From an optimization exercise on the open Yosys and OpenROAD flow, aimed at small area; shortcuts taken in it are not production practice.
Only simulation tests tie the RTL to the original design; equivalence was not proved.
Power figures rest on the tool's default switching activity, not on a simulated workload.

==> flow/abc_area.script <==
strash; &get -n; &fraig -x; &put; scorr; dc2; dretime; strash; &get -n; &dch -f; &nf -R 1000; &put; topo; dnsize
==> standard.sh <==
#!/bin/bash
# synth_recipe.tcl (not shown) runs the flow's synth.tcl, then flattens the netlist and writes it again
# the make line also repeats each setting of config.mk as NAME=value (left out here)
make -C /OpenROAD-flow-scripts/flow DESIGN_CONFIG=/design/flow/config.mk WORK_HOME=/design/flow/orfs CLKGATE_MAP_FILE= SYNTH_SCRIPT=/design/flow/synth_recipe.tcl "${@:-finish}"
==> design.v <==
module image_process_v1_0 #
(
	parameter integer IMG_W = 32,
	parameter integer IMG_H = 24,
	parameter integer C_M00_AXIS_TDATA_WIDTH	= 32,
	parameter integer C_M00_AXIS_START_COUNT	= 32,
	parameter integer C_S00_AXIS_TDATA_WIDTH	= 32
)
(
	input wire  m00_axis_aclk,
	input wire  m00_axis_aresetn,
	output reg  m00_axis_tvalid,
	output wire [C_M00_AXIS_TDATA_WIDTH-1 : 0] m00_axis_tdata,
	output wire [(C_M00_AXIS_TDATA_WIDTH/8)-1 : 0] m00_axis_tstrb,
	output wire  m00_axis_tlast,
	input wire  m00_axis_tready,
	output reg  s00_axis_tready,
	input wire [C_S00_AXIS_TDATA_WIDTH-1 : 0] s00_axis_tdata,
	input wire [(C_S00_AXIS_TDATA_WIDTH/8)-1 : 0] s00_axis_tstrb,
	input wire  s00_axis_tlast,
	input wire  s00_axis_tvalid
);
localparam integer NBLK = (IMG_W/2)*(IMG_H/2);	 
localparam integer GLEN = 3*IMG_W + 8;			 
localparam integer MLEN = 2*IMG_W + 5;			 
wire clk = m00_axis_aclk;
wire rst = m00_axis_aresetn;			 
wire rnext = s00_axis_tready && s00_axis_tvalid;
wire wnext = m00_axis_tvalid && m00_axis_tready;
wire ce    = rnext;
reg [7:0] n;
always @(posedge clk)
begin
	if(!rst)
		n<=0;
	else if(ce && n!=4*IMG_W+16)
		n<=n+1'b1;
end
reg av_valid, fifo_wr_valid;
always @(posedge clk)
begin
	if(!rst)
		begin
			av_valid<=1'b0;
			fifo_wr_valid<=1'b0;
		end
	else
		begin
			if(n==4*IMG_W+10)
				av_valid<=1'b1;
			if(n==4*IMG_W+15)
				fifo_wr_valid<=1'b1;
		end
end
wire [7:0] gr = s00_axis_tdata[23:16];
wire [7:0] gg = s00_axis_tdata[15:8];
wire [7:0] gb = s00_axis_tdata[7:0];
wire gray_n1 = gr[0] ^ gg[0] ^ 1'b1;
wire gray_n2 = (gr[0] & gg[0]) | (gr[0] & 1'b1) | (gg[0] & 1'b1);
wire gray_n3 = gr[0] ^ gr[2] ^ gg[0];
wire gray_n4 = (gr[0] & gr[2]) | (gr[0] & gg[0]) | (gr[2] & gg[0]);
wire gray_n5 = gg[2] ^ ~gb[0] ^ 1'b1;
wire gray_n6 = (gg[2] & ~gb[0]) | (gg[2] & 1'b1) | (~gb[0] & 1'b1);
wire gray_n7 = gr[0] ^ gr[1] ^ gr[3];
wire gray_n8 = (gr[0] & gr[1]) | (gr[0] & gr[3]) | (gr[1] & gr[3]);
wire gray_n9 = gg[1] ^ gg[3] ^ ~gb[1];
wire gray_n10 = (gg[1] & gg[3]) | (gg[1] & ~gb[1]) | (gg[3] & ~gb[1]);
wire gray_n11 = gr[1] ^ gr[2] ^ gr[4];
wire gray_n12 = (gr[1] & gr[2]) | (gr[1] & gr[4]) | (gr[2] & gr[4]);
wire gray_n13 = gg[0] ^ gg[2] ^ gg[4];
wire gray_n14 = (gg[0] & gg[2]) | (gg[0] & gg[4]) | (gg[2] & gg[4]);
wire gray_n15 = gr[2] ^ gr[3] ^ gr[5];
wire gray_n16 = (gr[2] & gr[3]) | (gr[2] & gr[5]) | (gr[3] & gr[5]);
wire gray_n17 = gg[1] ^ gg[3] ^ gg[5];
wire gray_n18 = (gg[1] & gg[3]) | (gg[1] & gg[5]) | (gg[3] & gg[5]);
wire gray_n19 = gb[0] ^ ~gb[3];
wire gray_n20 = gb[0] & ~gb[3];
wire gray_n21 = gr[0] ^ gr[3] ^ gr[4];
wire gray_n22 = (gr[0] & gr[3]) | (gr[0] & gr[4]) | (gr[3] & gr[4]);
wire gray_n23 = gr[6] ^ gg[2] ^ gg[4];
wire gray_n24 = (gr[6] & gg[2]) | (gr[6] & gg[4]) | (gg[2] & gg[4]);
wire gray_n25 = gg[6] ^ gb[1] ^ ~gb[4];
wire gray_n26 = (gg[6] & gb[1]) | (gg[6] & ~gb[4]) | (gb[1] & ~gb[4]);
wire gray_n27 = gr[1] ^ gr[4] ^ gr[5];
wire gray_n28 = (gr[1] & gr[4]) | (gr[1] & gr[5]) | (gr[4] & gr[5]);
wire gray_n29 = gr[7] ^ gg[0] ^ gg[3];
wire gray_n30 = (gr[7] & gg[0]) | (gr[7] & gg[3]) | (gg[0] & gg[3]);
wire gray_n31 = gg[5] ^ gg[7] ^ gb[2];
wire gray_n32 = (gg[5] & gg[7]) | (gg[5] & gb[2]) | (gg[7] & gb[2]);
wire gray_n33 = gr[2] ^ gr[5] ^ gr[6];
wire gray_n34 = (gr[2] & gr[5]) | (gr[2] & gr[6]) | (gr[5] & gr[6]);
wire gray_n35 = gg[1] ^ gg[4] ^ gg[6];
wire gray_n36 = (gg[1] & gg[4]) | (gg[1] & gg[6]) | (gg[4] & gg[6]);
wire gray_n37 = gb[3] ^ ~gb[6];
wire gray_n38 = gb[3] & ~gb[6];
wire gray_n39 = gr[3] ^ gr[6] ^ gr[7];
wire gray_n40 = (gr[3] & gr[6]) | (gr[3] & gr[7]) | (gr[6] & gr[7]);
wire gray_n41 = gg[2] ^ gg[5] ^ gg[7];
wire gray_n42 = (gg[2] & gg[5]) | (gg[2] & gg[7]) | (gg[5] & gg[7]);
wire gray_n43 = gb[4] ^ ~gb[7];
wire gray_n44 = gb[4] & ~gb[7];
wire gray_n45 = gr[4] ^ gr[7] ^ gg[3];
wire gray_n46 = (gr[4] & gr[7]) | (gr[4] & gg[3]) | (gr[7] & gg[3]);
wire gray_n47 = gg[6] ^ gb[5] ^ 1'b1;
wire gray_n48 = (gg[6] & gb[5]) | (gg[6] & 1'b1) | (gb[5] & 1'b1);
wire gray_n49 = gr[5] ^ gg[4] ^ gg[7];
wire gray_n50 = (gr[5] & gg[4]) | (gr[5] & gg[7]) | (gg[4] & gg[7]);
wire gray_n51 = gb[6] ^ 1'b1;
wire gray_n52 = gb[6] & 1'b1;
wire gray_n53 = gr[6] ^ gg[5] ^ gb[7];
wire gray_n54 = (gr[6] & gg[5]) | (gr[6] & gb[7]) | (gg[5] & gb[7]);
wire gray_n55 = gr[7] ^ gg[6] ^ 1'b1;
wire gray_n56 = (gr[7] & gg[6]) | (gr[7] & 1'b1) | (gg[6] & 1'b1);
wire gray_n57 = gray_n2 ^ gr[1] ^ gg[1];
wire gray_n58 = (gray_n2 & gr[1]) | (gray_n2 & gg[1]) | (gr[1] & gg[1]);
wire gray_n59 = gray_n4 ^ gray_n6 ^ gray_n7;
wire gray_n60 = (gray_n4 & gray_n6) | (gray_n4 & gray_n7) | (gray_n6 & gray_n7);
wire gray_n61 = gray_n8 ^ gray_n10 ^ gray_n11;
wire gray_n62 = (gray_n8 & gray_n10) | (gray_n8 & gray_n11) | (gray_n10 & gray_n11);
wire gray_n63 = gray_n13 ^ ~gb[2];
wire gray_n64 = gray_n13 & ~gb[2];
wire gray_n65 = gray_n12 ^ gray_n14 ^ gray_n15;
wire gray_n66 = (gray_n12 & gray_n14) | (gray_n12 & gray_n15) | (gray_n14 & gray_n15);
wire gray_n67 = gray_n17 ^ gray_n19;
wire gray_n68 = gray_n17 & gray_n19;
wire gray_n69 = gray_n16 ^ gray_n18 ^ gray_n20;
wire gray_n70 = (gray_n16 & gray_n18) | (gray_n16 & gray_n20) | (gray_n18 & gray_n20);
wire gray_n71 = gray_n21 ^ gray_n23 ^ gray_n25;
wire gray_n72 = (gray_n21 & gray_n23) | (gray_n21 & gray_n25) | (gray_n23 & gray_n25);
wire gray_n73 = gray_n22 ^ gray_n24 ^ gray_n26;
wire gray_n74 = (gray_n22 & gray_n24) | (gray_n22 & gray_n26) | (gray_n24 & gray_n26);
wire gray_n75 = gray_n27 ^ gray_n29 ^ gray_n31;
wire gray_n76 = (gray_n27 & gray_n29) | (gray_n27 & gray_n31) | (gray_n29 & gray_n31);
wire gray_n77 = gray_n28 ^ gray_n30 ^ gray_n32;
wire gray_n78 = (gray_n28 & gray_n30) | (gray_n28 & gray_n32) | (gray_n30 & gray_n32);
wire gray_n79 = gray_n33 ^ gray_n35 ^ gray_n37;
wire gray_n80 = (gray_n33 & gray_n35) | (gray_n33 & gray_n37) | (gray_n35 & gray_n37);
wire gray_n81 = gray_n34 ^ gray_n36 ^ gray_n38;
wire gray_n82 = (gray_n34 & gray_n36) | (gray_n34 & gray_n38) | (gray_n36 & gray_n38);
wire gray_n83 = gray_n39 ^ gray_n41 ^ gray_n43;
wire gray_n84 = (gray_n39 & gray_n41) | (gray_n39 & gray_n43) | (gray_n41 & gray_n43);
wire gray_n85 = gray_n40 ^ gray_n42 ^ gray_n44;
wire gray_n86 = (gray_n40 & gray_n42) | (gray_n40 & gray_n44) | (gray_n42 & gray_n44);
wire gray_n87 = gray_n45 ^ gray_n47;
wire gray_n88 = gray_n45 & gray_n47;
wire gray_n89 = gray_n46 ^ gray_n48 ^ gray_n49;
wire gray_n90 = (gray_n46 & gray_n48) | (gray_n46 & gray_n49) | (gray_n48 & gray_n49);
wire gray_n91 = gray_n50 ^ gray_n52 ^ gray_n53;
wire gray_n92 = (gray_n50 & gray_n52) | (gray_n50 & gray_n53) | (gray_n52 & gray_n53);
wire gray_n93 = gray_n56 ^ gg[7] ^ 1'b1;
wire gray_n94 = (gray_n56 & gg[7]) | (gray_n56 & 1'b1) | (gg[7] & 1'b1);
wire gray_n95 = gray_n58 ^ gray_n3 ^ gray_n5;
wire gray_n96 = (gray_n58 & gray_n3) | (gray_n58 & gray_n5) | (gray_n3 & gray_n5);
wire gray_n97 = gray_n60 ^ gray_n61 ^ gray_n63;
wire gray_n98 = (gray_n60 & gray_n61) | (gray_n60 & gray_n63) | (gray_n61 & gray_n63);
wire gray_n99 = gray_n62 ^ gray_n64 ^ gray_n65;
wire gray_n100 = (gray_n62 & gray_n64) | (gray_n62 & gray_n65) | (gray_n64 & gray_n65);
wire gray_n101 = gray_n66 ^ gray_n68 ^ gray_n69;
wire gray_n102 = (gray_n66 & gray_n68) | (gray_n66 & gray_n69) | (gray_n68 & gray_n69);
wire gray_n103 = gray_n70 ^ gray_n72 ^ gray_n73;
wire gray_n104 = (gray_n70 & gray_n72) | (gray_n70 & gray_n73) | (gray_n72 & gray_n73);
wire gray_n105 = gray_n75 ^ ~gb[5];
wire gray_n106 = gray_n75 & ~gb[5];
wire gray_n107 = gray_n74 ^ gray_n76 ^ gray_n77;
wire gray_n108 = (gray_n74 & gray_n76) | (gray_n74 & gray_n77) | (gray_n76 & gray_n77);
wire gray_n109 = gray_n78 ^ gray_n80 ^ gray_n81;
wire gray_n110 = (gray_n78 & gray_n80) | (gray_n78 & gray_n81) | (gray_n80 & gray_n81);
wire gray_n111 = gray_n82 ^ gray_n84 ^ gray_n85;
wire gray_n112 = (gray_n82 & gray_n84) | (gray_n82 & gray_n85) | (gray_n84 & gray_n85);
wire gray_n113 = gray_n86 ^ gray_n88 ^ gray_n89;
wire gray_n114 = (gray_n86 & gray_n88) | (gray_n86 & gray_n89) | (gray_n88 & gray_n89);
wire gray_n115 = gray_n90 ^ gray_n91 ^ 1'b1;
wire gray_n116 = (gray_n90 & gray_n91) | (gray_n90 & 1'b1) | (gray_n91 & 1'b1);
wire gray_n117 = gray_n92 ^ gray_n54 ^ gray_n55;
wire gray_n118 = (gray_n92 & gray_n54) | (gray_n92 & gray_n55) | (gray_n54 & gray_n55);
wire gray_n119 = gray_n96 ^ gray_n59 ^ gray_n9;
wire gray_n120 = (gray_n96 & gray_n59) | (gray_n96 & gray_n9) | (gray_n59 & gray_n9);
wire gray_n121 = gray_n98 ^ gray_n99 ^ gray_n67;
wire gray_n122 = (gray_n98 & gray_n99) | (gray_n98 & gray_n67) | (gray_n99 & gray_n67);
wire gray_n123 = gray_n100 ^ gray_n101 ^ gray_n71;
wire gray_n124 = (gray_n100 & gray_n101) | (gray_n100 & gray_n71) | (gray_n101 & gray_n71);
wire gray_n125 = gray_n102 ^ gray_n103 ^ gray_n105;
wire gray_n126 = (gray_n102 & gray_n103) | (gray_n102 & gray_n105) | (gray_n103 & gray_n105);
wire gray_n127 = gray_n104 ^ gray_n106 ^ gray_n107;
wire gray_n128 = (gray_n104 & gray_n106) | (gray_n104 & gray_n107) | (gray_n106 & gray_n107);
wire gray_n129 = gray_n108 ^ gray_n109 ^ gray_n83;
wire gray_n130 = (gray_n108 & gray_n109) | (gray_n108 & gray_n83) | (gray_n109 & gray_n83);
wire gray_n131 = gray_n110 ^ gray_n111 ^ gray_n87;
wire gray_n132 = (gray_n110 & gray_n111) | (gray_n110 & gray_n87) | (gray_n111 & gray_n87);
wire gray_n133 = gray_n112 ^ gray_n113 ^ gray_n51;
wire gray_n134 = (gray_n112 & gray_n113) | (gray_n112 & gray_n51) | (gray_n113 & gray_n51);
wire gray_n135 = gray_n126 ^ gray_n127 ^ gray_n79;
wire gray_n136 = (gray_n126 & gray_n127) | (gray_n126 & gray_n79) | (gray_n127 & gray_n79);
wire gray_n137 = gray_n134 ^ gray_n114 ^ gray_n115;
wire gray_n138 = (gray_n134 & gray_n114) | (gray_n134 & gray_n115) | (gray_n114 & gray_n115);
wire gray_n139 = gray_n136 ^ gray_n128 ^ gray_n129;
wire gray_n140 = (gray_n136 & gray_n128) | (gray_n136 & gray_n129) | (gray_n128 & gray_n129);
wire gray_n141 = gray_n138 ^ gray_n116 ^ gray_n117;
wire gray_n142 = (gray_n138 & gray_n116) | (gray_n138 & gray_n117) | (gray_n116 & gray_n117);
wire gray_n143 = gray_n140 ^ gray_n130 ^ gray_n131;
wire gray_n144 = (gray_n140 & gray_n130) | (gray_n140 & gray_n131) | (gray_n130 & gray_n131);
wire gray_n145 = gray_n142 ^ gray_n118 ^ gray_n93;
wire gray_n146 = (gray_n142 & gray_n118) | (gray_n142 & gray_n93) | (gray_n118 & gray_n93);
wire gray_n147 = gray_n144 ^ gray_n132 ^ gray_n133;
wire gray_n148 = (gray_n144 & gray_n132) | (gray_n144 & gray_n133) | (gray_n132 & gray_n133);
wire gray_n149 = gray_n146 ^ gray_n94 ^ 1'b1;
wire gray_n150 = (gray_n146 & gray_n94) | (gray_n146 & 1'b1) | (gray_n94 & 1'b1);
wire gray_n151 = gray_n120 ^ gray_n97;
wire gray_n152 = gray_n120 & gray_n97;
wire gray_n153 = gray_n121 ^ gray_n152;
wire gray_n154 = gray_n121 & gray_n152;
wire gray_n155 = gray_n122 ^ gray_n123 ^ gray_n154;
wire gray_n156 = (gray_n122 & gray_n123) | (gray_n122 & gray_n154) | (gray_n123 & gray_n154);
wire gray_n157 = gray_n124 ^ gray_n125 ^ gray_n156;
wire gray_n158 = (gray_n124 & gray_n125) | (gray_n124 & gray_n156) | (gray_n125 & gray_n156);
wire gray_n159 = gray_n135 ^ gray_n158;
wire gray_n160 = gray_n135 & gray_n158;
wire gray_n161 = gray_n139 ^ gray_n160;
wire gray_n162 = gray_n139 & gray_n160;
wire gray_n163 = gray_n143 ^ gray_n162;
wire gray_n164 = gray_n143 & gray_n162;
wire gray_n165 = gray_n147 ^ gray_n164;
wire gray_n166 = gray_n147 & gray_n164;
wire gray_n167 = gray_n148 ^ gray_n137 ^ gray_n166;
wire gray_n168 = (gray_n148 & gray_n137) | (gray_n148 & gray_n166) | (gray_n137 & gray_n166);
wire gray_n169 = gray_n141 ^ gray_n168;
wire gray_n170 = gray_n141 & gray_n168;
wire gray_n171 = gray_n145 ^ gray_n170;
wire gray_n172 = gray_n145 & gray_n170;
wire gray_n173 = gray_n149 ^ gray_n172;
wire gray_n174 = gray_n149 & gray_n172;
wire [7:0] gray = {gray_n173, gray_n171, gray_n169, gray_n167, gray_n165, gray_n163, gray_n161, gray_n159};
reg [8*GLEN-1:0] dch;
always @(posedge clk)
begin
	if(ce)
		dch<={dch[8*GLEN-9:0],gray};
end
function gt;
	input [7:0] a,b;
	integer i;
	reg g;
	begin
		g = 1'b0;
		for(i=0;i<8;i=i+1)
			g = (a[i] & ~b[i]) | ((a[i] | ~b[i]) & g);
		gt = g;
	end
endfunction
function [7:0] sel3;
	input [7:0] a,b,c;
	input sa,sb,sc;
	sel3 = ({8{sa}} & a) | ({8{sb}} & b) | ({8{sc}} & c);
endfunction
function [7:0] max3;
	input [7:0] a,b,c;
	input ab,ac,bc;
	max3 = sel3(a,b,c, ab&ac, ~ab&bc, ~(ab&ac)&~(~ab&bc));
endfunction
function [7:0] min3;
	input [7:0] a,b,c;
	input ab,ac,bc;
	min3 = sel3(a,b,c, ~ab&~ac, ab&~bc, (ab&bc)|(~ab&ac));
endfunction
function [7:0] mid3;
	input [7:0] a,b,c;
	input ab,ac,bc;
	mid3 = sel3(a,b,c, (ab&~bc&~ac)|(~ab&ac), (ab&bc)|(~ab&~ac&~bc), (ab&~bc&ac)|(~ab&~ac&bc));
endfunction
reg v68,v69,v70,v71,v100,v101,v102,v103;
always @(posedge clk)
begin
	if(!rst)
		{v68,v69,v70,v71,v100,v101,v102,v103}<=8'd0;
	else if(ce)
		begin
			if(n==2*IMG_W+4) v68<=1'b1;
			if(n==2*IMG_W+5) v69<=1'b1;
			if(n==2*IMG_W+6) v70<=1'b1;
			if(n==2*IMG_W+7) v71<=1'b1;
			if(n==3*IMG_W+4) v100<=1'b1;
			if(n==3*IMG_W+5) v101<=1'b1;
			if(n==3*IMG_W+6) v102<=1'b1;
			if(n==3*IMG_W+7) v103<=1'b1;
		end
end
wire [7:0] a0 = dch[8*(IMG_W+5)+:8], a1 = dch[8*(IMG_W+6)+:8], a2 = dch[8*(IMG_W+7)+:8];
wire [7:0] b0 = v69 ? dch[8*(2*IMG_W+5)+:8] : 8'd0;
wire [7:0] b1 = v70 ? dch[8*(2*IMG_W+6)+:8] : 8'd0;
wire [7:0] b2 = v71 ? dch[8*(2*IMG_W+7)+:8] : 8'd0;
wire [7:0] c0 = v101 ? dch[8*(3*IMG_W+5)+:8] : 8'd0;
wire [7:0] c1 = v102 ? dch[8*(3*IMG_W+6)+:8] : 8'd0;
wire [7:0] c2 = v103 ? dch[8*(3*IMG_W+7)+:8] : 8'd0;
wire [7:0] an = dch[8*(IMG_W+4)+:8];
wire [7:0] bn = v68 ? dch[8*(2*IMG_W+4)+:8] : 8'd0;
wire [7:0] cn = v100 ? dch[8*(3*IMG_W+4)+:8] : 8'd0;
reg  ab0,ac0,bc0,ab1,ac1,bc1,ab2,ac2,bc2;
wire [7:0] mx0 = max3(a0,b0,c0,ab0,ac0,bc0), md0 = mid3(a0,b0,c0,ab0,ac0,bc0), mn0 = min3(a0,b0,c0,ab0,ac0,bc0);
wire [7:0] mx1 = max3(a1,b1,c1,ab1,ac1,bc1), md1 = mid3(a1,b1,c1,ab1,ac1,bc1), mn1 = min3(a1,b1,c1,ab1,ac1,bc1);
wire [7:0] mx2 = max3(a2,b2,c2,ab2,ac2,bc2), md2 = mid3(a2,b2,c2,ab2,ac2,bc2), mn2 = min3(a2,b2,c2,ab2,ac2,bc2);
wire x01 = gt(mx0,mx1), x02 = gt(mx0,mx2);
wire d01 = gt(md0,md1), d02 = gt(md0,md2);
wire n01 = gt(mn0,mn1), n02 = gt(mn0,mn2);
reg  x12, d12, n12;
wire [7:0] min_max = min3(mx0,mx1,mx2,x01,x02,x12);
wire [7:0] mid_mid = mid3(md0,md1,md2,d01,d02,d12);
wire [7:0] max_min = max3(mn0,mn1,mn2,n01,n02,n12);
wire [7:0] med = mid3(min_max,mid_mid,max_min,
                      gt(min_max,mid_mid),gt(min_max,max_min),gt(mid_mid,max_min));
always @(posedge clk)
begin
	if(!rst)
		begin
			ab0<=0; ac0<=0; bc0<=0;
			ab1<=0; ac1<=0; bc1<=0;
			ab2<=0; ac2<=0; bc2<=0;
			x12<=0; d12<=0; n12<=0;
		end
	else if(ce)
		begin
			ab0<=gt(an,bn); ac0<=gt(an,cn); bc0<=gt(bn,cn);
			ab1<=ab0; ac1<=ac0; bc1<=bc0;
			ab2<=ab1; ac2<=ac1; bc2<=bc1;
			x12<=x01; d12<=d01; n12<=n01;
		end
end
reg [8*MLEN-1:0] ech;
always @(posedge clk)
begin
	if(ce)
		ech<={ech[8*MLEN-9:0],med};
end
wire [7:0] e35 = ech[8*(IMG_W+2)+:8];
wire [7:0] e36 = ech[8*(IMG_W+3)+:8];
wire [7:0] e67 = ech[8*(2*IMG_W+2)+:8];
wire [7:0] e68 = ech[8*(2*IMG_W+3)+:8];
wire [9:0] average_value = e35 + e36 + e67 + e68;
wire [7:0] gray_bf_2 = ech[8*(2*IMG_W+4)+:8];		 
wire ceb = ce && av_valid;
reg [5:0] cnt;
always @(posedge clk)
begin
	if(!rst)
		cnt<=0;
	else if(ceb)
		cnt<=cnt+1'b1;
end
wire row_a = (cnt<IMG_W);
wire wcond = ceb && row_a && !cnt[0];
reg [3:0] pairs;
always @(posedge clk)
begin
	if(!rst)
		pairs<=0;
	else if(ceb && cnt==6'd63 && pairs!=NBLK/(IMG_W/2))
		pairs<=pairs+1'b1;
end
wire bg_full = (pairs==NBLK/(IMG_W/2)) || (pairs==NBLK/(IMG_W/2)-1 && cnt>=IMG_W-1);
reg [10*NBLK-1:0] bg;
always @(posedge clk)
begin
	if(wcond)
		bg<={bg[10*NBLK-11:0],average_value};
end
wire [9:0] back_pixel = bg_full ? bg[10*NBLK-1-:10] : 10'd0;
wire [10:0] diff = {1'b0,average_value} - {1'b0,back_pixel};
wire moving = diff[10] ? (diff < 11'h7ba) : (diff > 11'd70);	 
reg [IMG_W/2-1:0] rowflag;
reg rf_out;
reg flag, flag_1, flag_2;
always @(posedge clk)
begin
	if(wcond)
		rowflag<={rowflag[IMG_W/2-2:0],moving};
	else if(ceb && !row_a && cnt[0])
		rowflag<={rowflag[IMG_W/2-2:0],1'b0};
end
always @(posedge clk)
begin
	if(!rst)
		begin
			rf_out<=0;
			flag<=0;
			flag_1<=0;
			flag_2<=0;
		end
	else if(ceb)
		begin
			if(!row_a)
				rf_out<=rowflag[IMG_W/2-1];
			if(row_a && !cnt[0])
				flag<=moving;
			else if(!row_a)
				flag<=rf_out;
			flag_1<=flag;
			flag_2<=flag_1;
		end
end
reg ce_0,ce_1,ce_buf;
always @(posedge clk)
begin
	if(!rst)
		begin
			ce_0<=0;
			ce_1<=0;
			ce_buf<=0;
		end
	else
		begin
			ce_0<=ceb;
			ce_1<=ce_0;
			ce_buf<=ce_1;
		end
end
reg [4:0] cnt_x,cnt_y;
reg [4:0] x1_ns,x2_ns,y1_ns,y2_ns;
reg [4:0] x1_cs,x2_cs,y1_cs,y2_cs;
wire x_end = (cnt_x==IMG_W-1);
wire f_end = (cnt_y==IMG_H-1) && x_end && ce_buf;
wire x_in  = (cnt_x>5) && (cnt_x<IMG_W-6);
wire y_in  = (cnt_y>5) && (cnt_y<IMG_H-6);
wire trk   = flag_2 && ce_buf;
always @(posedge clk)
begin
	if(!rst)
		begin
			cnt_x<=0;
			cnt_y<=0;
		end
	else if(ce_buf)
		begin
			cnt_x<=x_end ? 5'd0 : cnt_x+1'b1;
			if(x_end)
				cnt_y<=(cnt_y==IMG_H-1) ? 5'd0 : cnt_y+1'b1;
		end
end
always @(posedge clk)
begin
	if(!rst)
		begin
			x1_cs<=0; x2_cs<=0; y1_cs<=0; y2_cs<=0;
			x1_ns<=0; x2_ns<=0; y1_ns<=0; y2_ns<=0;
		end
	else if(f_end)
		begin
			x1_cs<=x1_ns; x2_cs<=x2_ns; y1_cs<=y1_ns; y2_cs<=y2_ns;
			x1_ns<=IMG_W-1; x2_ns<=0; y1_ns<=IMG_H-11; y2_ns<=0;
		end
	else if(trk)
		begin
			if(x_in && cnt_x<x1_ns) x1_ns<=cnt_x;
			if(x_in && cnt_x>x2_ns) x2_ns<=cnt_x;
			if(y_in && cnt_y<y1_ns) y1_ns<=cnt_y;
			if(y_in && cnt_y>y2_ns) y2_ns<=cnt_y;
		end
end
wire in_x = (cnt_x<=x2_cs) && (cnt_x>=x1_cs);
wire in_y = (cnt_y<y2_cs) && (cnt_y>y1_cs);
wire blue = ((cnt_y==y1_cs || cnt_y==y2_cs) && in_x) ||
            ((cnt_x==x1_cs || cnt_x==x2_cs) && in_y);
reg [8:0] th;
always @(posedge clk)
begin
	if(!rst)
		th<=0;
	else if(ceb)
		begin
			if(flag_2)
				th<=9'h100;
			else if(blue)
				th<=9'h101;
			else
				th<={1'b0,gray_bf_2};
		end
end
reg [9*32-1:0] fq;
reg [5:0] count;
wire do_wr = ce && fifo_wr_valid;
wire do_rd = wnext;
always @(posedge clk)
begin
	if(do_wr)
		fq<={fq[9*31-1:0],th};
end
always @(posedge clk)
begin
	if(!rst)
		count<=0;
	else if(do_wr && !do_rd)
		count<=count+1'b1;
	else if(!do_wr && do_rd)
		count<=count-1'b1;
end
wire empty        = (count==0);
wire almost_empty = (count<=1);
wire full         = (count==32);
wire almost_full  = (count>=31);
wire [4:0] ridx = count[4:0]-1'b1;
wire [8:0] q = fq[9*ridx+:9];
wire [7:0] r_o = q[8] ? {8{~q[0]}} : q[7:0];
wire [7:0] g_o = q[8] ? 8'd0 : q[7:0];
wire [7:0] b_o = q[8] ? {8{q[0]}} : q[7:0];
assign m00_axis_tdata = {8'd0, r_o, g_o, b_o};
assign m00_axis_tstrb = {(C_M00_AXIS_TDATA_WIDTH/8){1'b1}};
reg [4:0] ocnt;
always @(posedge clk)
begin
	if(!rst)
		ocnt<=0;
	else if(wnext)
		ocnt<=ocnt+1'b1;
end
assign m00_axis_tlast = wnext && (ocnt==IMG_W-1);
always @(posedge clk)
begin
	if(!rst)
		begin
			m00_axis_tvalid<=1'b0;
			s00_axis_tready<=1'b0;
		end
	else
		begin
			m00_axis_tvalid<=!empty && !(almost_empty && wnext);
			s00_axis_tready<=!full && !(almost_full && rnext);
		end
end
endmodule
==> flow/clkslew.tcl <==
# Largest slew at a flip-flop clock pin of the routed layout.
set res orfs/results/sky130hd/image_process_v1_0/base
read_db $res/6_final.odb
read_liberty $::env(FLOW_HOME)/platforms/sky130hd/lib/sky130_fd_sc_hd__tt_025C_1v80.lib
read_sdc $res/6_final.sdc
read_spef $res/6_final.spef
set mx 0
foreach p [get_pins -hierarchical */CLK] {
  set s [get_property $p slew_max]
  if {$s > $mx} { set mx $s }
}
puts "MAXCLKSLEW $mx"
==> flow/run.sh <==
#!/bin/bash
# Layout: the standard flow (standard.sh), with these changes:
#  - synthesis maps logic with ABC using flow/abc_area.script (an
#    area-oriented script) in place of ORFS's; everything else in synthesis,
#    and every other step, is ORFS's own script (a copy of ORFS's scripts
#    folder in which only abc_area.script is replaced);
#  - ports are buffered with buf_1 instead of the default buffer;
set -uo pipefail
here=$(pwd)
scripts=$here/orfs_scripts
rm -rf "$scripts"
cp -r "$FLOW_HOME/scripts" "$scripts"
cp flow/abc_area.script "$scripts/abc_area.script"
export BUFFER_PORTS_ARGS="-buffer_cell sky130_fd_sc_hd__buf_1"
for cfg in "30 60" "24 50" "20 45"; do
  set -- $cfg
  tag=cts_${1}_${2}
  export CTS_ARGS="-sink_clustering_enable -repair_clock_nets -sink_clustering_size $1 -sink_clustering_max_diameter $2 -buf_list sky130_fd_sc_hd__clkbuf_16 -tree_buf sky130_fd_sc_hd__clkbuf_8 -dont_use_dummy_load"
  rm -rf "$here/orfs" "$here/out/final.def"
  if ! bash standard.sh SCRIPTS_DIR="$scripts" finish > "standard_$tag.log" 2>&1; then
    echo "standard flow failed for $tag"
    continue
  fi
  openroad -no_init -exit flow/clkslew.tcl > "clkslew_$tag.log" 2>&1 || true
  slew=$(sed -n 's/^MAXCLKSLEW //p' "clkslew_$tag.log")
  echo "$tag: max clock pin slew ${slew:-unknown} ns"
  if [[ -n "$slew" ]] && awk -v s="$slew" 'BEGIN { exit !(s <= 0.124) }'; then
    exit 0
  fi
done
# keep the last layout
exit 0
==> constraint.sdc <==
create_clock -name core_clock -period 10.0 [get_ports {m00_axis_aclk}]
set_input_delay 2.0000 -clock core_clock [delete_from_list [all_inputs] [get_ports {m00_axis_aclk}]]
set_output_delay 2.0000 -clock core_clock [all_outputs]
set_load 0.01 [all_outputs]
==> config.mk <==
export PLATFORM = sky130hd
export DESIGN_NAME = image_process_v1_0
export DESIGN_NICKNAME = image_process_v1_0
export VERILOG_FILES = /design/flow/design.v
export SDC_FILE = /design/flow/constraint.sdc
export NUM_CORES = 4
export LEC_CHECK = 0
export ABC_AREA = 1
export CAP_MARGIN = 0
export CORE_MARGIN = 2
export CORE_UTILIZATION = 70
export PLACE_DENSITY = 0.8
export SLEW_MARGIN = 0
==> results.sh, run 1 <==
export IMPL_drt_first_pass_iters=13
export IMPL_setup_viol=0
export IMPL_hold_viol=0
export IMPL_cap_violations=0
export IMPL_cts_buffer_depth=3
export IMPL_crit_required_ps=10570
export IMPL_synthFlopType="edfxtp_1"
export IMPL_synth_top_cell_area_share=0.8870
export IMPL_clock_sinks=3727
export IMPL_netlist_area_um2=122200
export IMPL_grt_pass1_wl_um=298100
export IMPL_worstHoldPathType="reg2reg"
export IMPL_power_density_nw_per_um2=209.6
export IMPL_synth_seq_area_share=0.9065
export IMPL_cts_setup_buffers=0
export IMPL_die_h_um=421.7
export IMPL_drt_total_wl_um=197500
export IMPL_synth_edff_count=3608
export IMPL_stdcell_area_um2=130000
export IMPL_fin_tns_setup_ps=0
export IMPL_crit_path_start_kind="flip-flop"
export IMPL_diodes=0
export IMPL_cp_data_arrival_time_ps=9740
export IMPL_ir_drop_mv=0.1943
export IMPL_yosysUniqueCellTypes=57
export IMPL_maxSlewViolCount=0
export IMPL_rows=153
export IMPL_place_area_um2=125900
export IMPL_layout_drive_gt1_share=0.05082
export IMPL_cts_hold_buffers=0
export IMPL_hold_depth=0
export IMPL_gp_congestion=0.8542
export IMPL_max_freq_mhz=109.1
export IMPL_ff2ff_path_depth=27
export IMPL_synthTopCellsByArea="edfxtp_1 (89%), dfxtp_1 (2.0%), fa_1 (1.2%)"
export IMPL_grt_use_total=0.2244
export IMPL_ys_seq_elements=3727
export IMPL_timing_final_crit_share=0.9166
export IMPL_p_leak_nw=32.42
export IMPL_avgSynthCellArea_um2=22.83
export IMPL_synth_top_area_cell="edfxtp_1"
export IMPL_drc=0
export IMPL_rsz0062_at_grt="false"
export IMPL_nNetsFinal=5842
export IMPL_tightestPinTransition_ps=1277
export IMPL_start_util=0.7035
export IMPL_worst_r2r_setup_slack_ps=830
export IMPL_path_max_fanout=11
export IMPL_die_width_um=421.7
export IMPL_core_area_um2=173600
export IMPL_async_reset_ff_frac=0
export IMPL_status="complete, no violations"
export IMPL_clock_insertion_delay_worst_skew_ps=880
export IMPL_cp_end_kind="flip-flop"
export IMPL_grt_pass1_vias=48390
export IMPL_cts_max_level=4
export IMPL_grt_max_degree=237
export IMPL_gr_total_overflow=0
export IMPL_routed_via_density=6.030
export IMPL_drtIter0Drc=5693
export IMPL_grt_antenna_before_repair=9
export IMPL_ys_warn_count=1
export IMPL_dieArea_um2=177900
export IMPL_cts_root_buf="clkbuf_16"
export IMPL_syn_inst=5351
export IMPL_drtAntennaViolNets=0
export IMPL_pin_count=80
export IMPL_wl_per_cell_um=24.83
export IMPL_path_clk_slew_ps=90
export IMPL_dpl_hpwl_um=103200
export IMPL_nFillCells=9060
export IMPL_cts_buffers=172
export IMPL_criticalPathCategory="reg2reg"
export IMPL_port_buffers=54
export IMPL_slew_headroom=0.1487
export IMPL_cts_tree="done"
export IMPL_fin_crit_ps=9166
export IMPL_fin_skew_ps=113.9
export IMPL_area_delta_synth_final_pct=6.411
export IMPL_num_vias=47960
export IMPL_post_cts_resize_count=0
-- metrics by stage --
stage	power (mW)	setup slack (ps)	hold WS, ps	util	cells
final	27.25	834.1	336.1	0.7486	7953
after global routing	28.15	563.9	339.3	0.7486	7953
after CTS	27.48	1023	332.7	0.7486	7953
after detailed placement	20.35	1185	404.5	0.7249	7781
after global placement	20.24	1119	400.5	0.7249	7781
after floorplan	19.50	-42170	400.3	-	5361
-- flip-flops by register name, indices dropped and copies added, names as in the netlist, 4 cells and up --
name / count
y1_ns: 5
x2_cs: 5
pairs: 4
th: 9
rowflag: 16
ech: 552
y2_ns: 5
y2_cs: 5
ocnt: 5
x2_ns: 5
x1_ns: 5
dch: 832
n: 8
fq: 288
cnt_x: 5
count: 6
bg: 1920
x1_cs: 5
cnt: 6
y1_cs: 5
cnt_y: 5
-- final cells by class --
type                            instances  area [um^2]  area share
Clock buffer                          172         4124     0.03173
Inverter                              179        698.2    0.005371
Multi-Input combinational cell       1443        10770     0.08286
Sequential cell                      3727       110700      0.8519
Tap cell                             2325         2909     0.02238
Timing Repair Buffer                  107        752.0    0.005785
-- synth_stat cells, drive strengths merged (34+ instances only) --
cell / instances
a21oi: 155
clkinv: 179
dfxtp: 119
edfxtp: 3608
fa: 75
ha: 96
maj3: 43
mux4: 52
nand2: 175
nor2: 191
nor2b: 34
o21ai: 202
o221ai: 39
o22ai: 41
-- metal layers --
layer	vias to the layer above	global-route usage	share of wire
li1	21410	-	-
met1	24680	0.3328	0.43
met2	1534	0.3633	0.50
met3	334	0.03023	0.052
met4	2	0.05962	0.024
met5	-	0	0.000066
-- cells by family (layout without fill, tap and decap cells) --
logic type                 count (synthesis)  count (layout)  share of synthesized area
adders and majority gates                214             214                    0.02565
buffers and inverters                    191             458                   0.006238
other                                      2              12                 0.00006148
AOI/OAI and AO/OA                        586             586                    0.02901
xor gates and xnor gates                  31              31                   0.002223
and+or+nand+nor                          534             534                    0.01960
muxes                                     66              66                    0.01076
DFF                                     3727            3727                     0.9065
-- placed cells by master, fill, tap and decap left out, drive strengths merged, types with 6 or more instances in the layout --
master / Yosys / routed
and2: 15 / 15
o21ai: 202 / 202
nand4: 14 / 14
and3: 13 / 13
dfxtp: 119 / 119
nor3b: 6 / 6
nand2: 175 / 175
nand2b: 19 / 19
a311oi: 9 / 9
clkinv: 179 / 179
o22ai: 41 / 41
ha: 96 / 96
o221ai: 39 / 39
nor3: 13 / 13
mux2i: 12 / 12
a31oi: 20 / 20
maj3: 43 / 43
mux4: 52 / 52
clkbuf: 0 / 173
a21boi: 8 / 8
fa: 75 / 75
a21oi: 155 / 155
a21o: 16 / 16
a211oi: 16 / 16
o211ai: 14 / 14
nor2: 191 / 191
xor2: 16 / 16
a22oi: 26 / 26
nand3: 30 / 30
nor2b: 34 / 34
edfxtp: 3608 / 3608
conb: 2 / 12
or2: 16 / 16
xnor2: 15 / 15
buf: 12 / 106
-- where the power goes --
group,internal [mW],switching (mW)
logic,0.875,1.68
clock network,2.91,4.31
registers,17.3,0.138
total,21.1,6.13
-- worst paths after layout --
kind,from,endpoint
hold / removal,ech[417],ech[425]
setup / recovery,ab1,ech[6]
hold reg to reg,ech[417],ech[425]
setup reg to reg,ab1,ech[6]
-- critical path, cell delays in order (launching register included) --
cell and delay (ps):
dfxtp_1 480, nand2b_1 400, nor2_1 80, a21oi_1 520, o221ai_1 290, nand2b_1 210
maj3_1 370, maj3_1 370, maj3_1 370, maj3_1 370, maj3_1 380, maj3_1 380
maj3_1 440, nand2b_1 200, o21ai_0 210, clkinv_1 170, o221ai_1 250, a22oi_1 250
a21oi_1 100, maj3_1 370, maj3_1 380, maj3_1 360, maj3_1 390, maj3_1 450
xor2_1 510, nor2b_1 320, a21oi_1 90, o21ai_0 210
==> run 2, diff against run 1 <==
--- a/design.v
+++ b/design.v
@@ -311,10 +311,3 @@
 begin
-	if(!rst)
-		begin
-			ab0<=0; ac0<=0; bc0<=0;
-			ab1<=0; ac1<=0; bc1<=0;
-			ab2<=0; ac2<=0; bc2<=0;
-			x12<=0; d12<=0; n12<=0;
-		end
-	else if(ce)
+	if(ce)
 		begin
@@ -463,5 +456,3 @@
 begin
-	if(!rst)
-		th<=0;
-	else if(ceb)
+	if(ceb)
 		begin
--- a/flow/run.sh
+++ b/flow/run.sh
@@ -14,3 +14,3 @@
 export BUFFER_PORTS_ARGS="-buffer_cell sky130_fd_sc_hd__buf_1"
-for cfg in "30 60" "24 50" "20 45"; do
+for cfg in "32 62" "30 60" "24 50"; do
   set -- $cfg
==> run 2 against run 1 <==
  * Clock power shrank 2%
  * Largest cell class unchanged
  * Die area is essentially flat
  * Critical path depth shrank 2
  * Synthesized cell count shrank 1.4%
  * Synthesized area is essentially flat
  * Setup slack lost 410 ps
  * Global-route usage is essentially flat
  * Combinational power shrank 9.0%
  * Sequential power is essentially flat
  * Utilization shrank 0.12 points
  * Critical path type unchanged
  * Hold slack gained 23 ps
  * Critical endpoint unchanged
  * Routed wire length shrank 0.15%
==> results.sh, run 2 <==
export IMPL_grt_max_degree=215
export IMPL_gr_total_overflow=0
export IMPL_gp_congestion=0.8461
export IMPL_pin_count=80
export IMPL_rsz0062_at_grt="false"
export IMPL_drtIter0Drc=5466
export IMPL_cts_tree="done"
export IMPL_yosys_top_cells_count="edfxtp_1 (3,629), nand2_1 (180), clkinv_1 (174)"
export IMPL_largest_register_ffs=1920
export IMPL_cp_data_arrival_time_ps=10080
export IMPL_dieArea_um2=177800
export IMPL_place_ws_ps=995.9
export IMPL_async_reset_ff_frac=0
export IMPL_path_max_fanout=11
export IMPL_fin_ws_ps=425.2
export IMPL_port_buffers=54
export IMPL_drtAntennaViolNets=0
export IMPL_clock_insertion_delay_worst_skew_ps=860
export IMPL_dpl_hpwl_um=102900
export IMPL_stdcell_area_um2=129800
export IMPL_fin_crit_ps=9575
export IMPL_netlist_area_um2=122100
export IMPL_grt_use_total=0.2243
export IMPL_layout_drive_gt1_share=0.05012
export IMPL_reg_top3="bg (1920), dch (832), ech (552)"
export IMPL_synth_top_area_cell="edfxtp_1"
export IMPL_final_common_cell="edfxtp_1"
export IMPL_drt_first_pass_iters=8
export IMPL_post_cts_resize_count=0
export IMPL_die_width_um=421.7
export IMPL_fin_tns_setup_ps=0
export IMPL_ys_warn_count=1
export IMPL_power_mw=26.86
export IMPL_setup_viol=0
export IMPL_synth_edff_count=3629
export IMPL_routed_via_density=6.017
export IMPL_timing_final_crit_share=0.9575
export IMPL_worstHoldPathType="reg2reg"
export IMPL_maxSlewViolCount=0
export IMPL_num_vias=47390
export IMPL_synth_seq_area_share=0.9085
export IMPL_cpMostUsedCell="maj3_1"
export IMPL_rows=153
export IMPL_fin_skew_ps=97.43
export IMPL_drc=0
export IMPL_cts_buffer_depth=3
export IMPL_start_util=0.7032
export IMPL_grt_use_met2=0.3635
export IMPL_nFillCells=9060
export IMPL_max_stage_delay_ps=700
export IMPL_area_delta_synth_final_pct=6.280
export IMPL_nNetsFinal=5761
export IMPL_cts_root_buf="clkbuf_16"
export IMPL_p_leak_nw=32.25
export IMPL_drt_total_wl_um=197200
export IMPL_synthTopCellsByArea="edfxtp_1 (89%), dfxtp_1 (1.6%), fa_1 (1.2%)"
export IMPL_grt_antenna_before_repair=9
export IMPL_tightestPinTransition_ps=1302
export IMPL_grt_pass1_wl_um=297400
export IMPL_die_h_um=421.7
export IMPL_busiest_layer="met2"
export IMPL_avgSynthCellArea_um2=23.15
export IMPL_yosysUniqueCellTypes=57
export IMPL_final_cell_mix="edfxtp_1 (3,629), nand2_1 (179), clkinv_1 (173)"
export IMPL_core_area_um2=173600
export IMPL_power_density_nw_per_um2=207.0
export IMPL_slew_headroom=0.1290
export IMPL_grt_met1_usage=0.3351
export IMPL_cts_setup_buffers=0
export IMPL_hold_viol=0
export IMPL_crit_path_top_delay_cell="xnor2_1"
export IMPL_grtUsageMet3=0.03200
export IMPL_placed_cells=7709
export IMPL_synth_most_common_cell="edfxtp_1"
export IMPL_cts_max_level=4
export IMPL_layout_area_seq_um2=110900
export IMPL_syn_inst=5275
export IMPL_critPathBufInv=2
export IMPL_multiInputGateArea_um2=10530
export IMPL_finish_utilization=0.7474
export IMPL_cts_hold_buffers=0
export IMPL_wl_per_cell_um=25.04
export IMPL_fin_cells=7875
export IMPL_cp_end_kind="flip-flop"
export IMPL_crit_path_start_kind="flip-flop"
export IMPL_cap_violations=0
export IMPL_max_freq_mhz=104.4
export IMPL_cts_buffers=163
export IMPL_regMostFlops="bg"
export IMPL_place_area_um2=125900
export IMPL_crit_required_ps=10510
export IMPL_grt_pass1_vias=47580
export IMPL_synth_top_cell_area_share=0.8925
export IMPL_ys_seq_elements=3727
export IMPL_ir_drop_mv=0.2637
export IMPL_path_clk_slew_ps=110
export IMPL_crit_family="adder cells"
export IMPL_status="complete, no violations"
export IMPL_synthFlopType="edfxtp_1"
export IMPL_whs_ps=359.2
export IMPL_clock_sinks=3727
export IMPL_criticalPathCategory="reg2reg"
-- run 2: changes by cell type in the layout (fill, tap and decap cells not counted), moves of 21 or more --
| cell | delta |
|---|---|
| nor2_1 | -31 |
| a32oi_1 | +22 |
| o21ai_0 | -34 |
| edfxtp_1 | +21 |
| dfxtp_1 | -21 |
| a21oi_1 | -40 |
-- run 2: cells by family after synthesis --
| kind of cell | count (synthesis) | share of synthesized area |
|---|---|---|
| other cells | 2 | 0.00006151 |
| flops | 3727 | 0.9085 |
| compound gates | 548 | 0.02829 |
| simple gates | 493 | 0.01803 |
| mux | 70 | 0.01078 |
| buf+inv | 186 | 0.006087 |
| fa+ha+maj | 217 | 0.02590 |
| xor+xnor | 32 | 0.002295 |
-- run 2: final timing paths --
| check | from | endpoint | slack [ps] | depth (start not counted) |
|---|---|---|---|---|
| worst min-delay path | bg[735] | bg[745] | 360 | 0 |
| worst min register to register | bg[735] | bg[745] | 360 | 0 |
| worst max register to register | ab0 | ech[6] | 430 | 25 |
| worst max-delay path | ab0 | ech[6] | 430 | 25 |
-- run 2: cell type report --
cell class,instances,share of cell area
Inverter,174,0.005235
Sequential cell,3727,0.8549
Tap cell,2325,0.02242
Antenna cell,3,0.00005785
Timing Repair Buffer,111,0.006219
Clock buffer,163,0.03004
Multi-Input combinational cell,1372,0.08113
-- run 2: worst register-to-register path, delay by kind of cell (launching register included) --
kind / cells / cell delay, ps
AO/OA/AOI/OAI: 7 / 2100
flip-flops: 1 / 480
AND/OR/NAND/NOR: 3 / 950
XOR/XNOR: 1 / 700
adder cells (fa/ha/maj): 12 / 4660
buffers and inverters: 2 / 360
-- run 2: per-layer routing --
metal / wire length (um) / share of wire
met5: 0 / 0
met4: 3952 / 0.020
met3: 9467 / 0.048
met2: 98510 / 0.50
met1: 85280 / 0.43
-- run 2: report_power, final --
part	switching [mW]	internal (mW)
logic	1.51	0.820
clock network	4.29	2.76
registers	0.142	17.3

what the ideal ports hide:
The results above use ideal ports. As a check the final layouts listed here were re-extracted and re-timed, cells and wires unchanged.
Step 1, drivers: a clkbuf_16 drives m00_axis_aclk and a buf_2 each remaining input, both assumed.
Step 2, shift: input delay + t, output delay - t, t = (earliest + latest rising clock arrival at the registers) / 2. This alone moves slack from input paths to output paths.
Slacks: ideal ports / drivers / drivers and shift; pairs: ideal ports / drivers.
| run | shift t [ns] | setup slack, ns | worst setup path at the end | latest minus earliest clock arrival (ns) | slew at the worst register clock pin (ns) |
|---|---|---|---|---|---|
| run 1 | 0.915 | 0.834 / 0.834 / 0.834 | register to register | 0.129 / 0.128 | 0.12 / 0.12 |
| run 2 | 0.908 | 0.425 / 0.425 / 0.425 | register to register | 0.113 / 0.113 | 0.12 / 0.12 |
After both steps setup and hold are still met in every run listed.
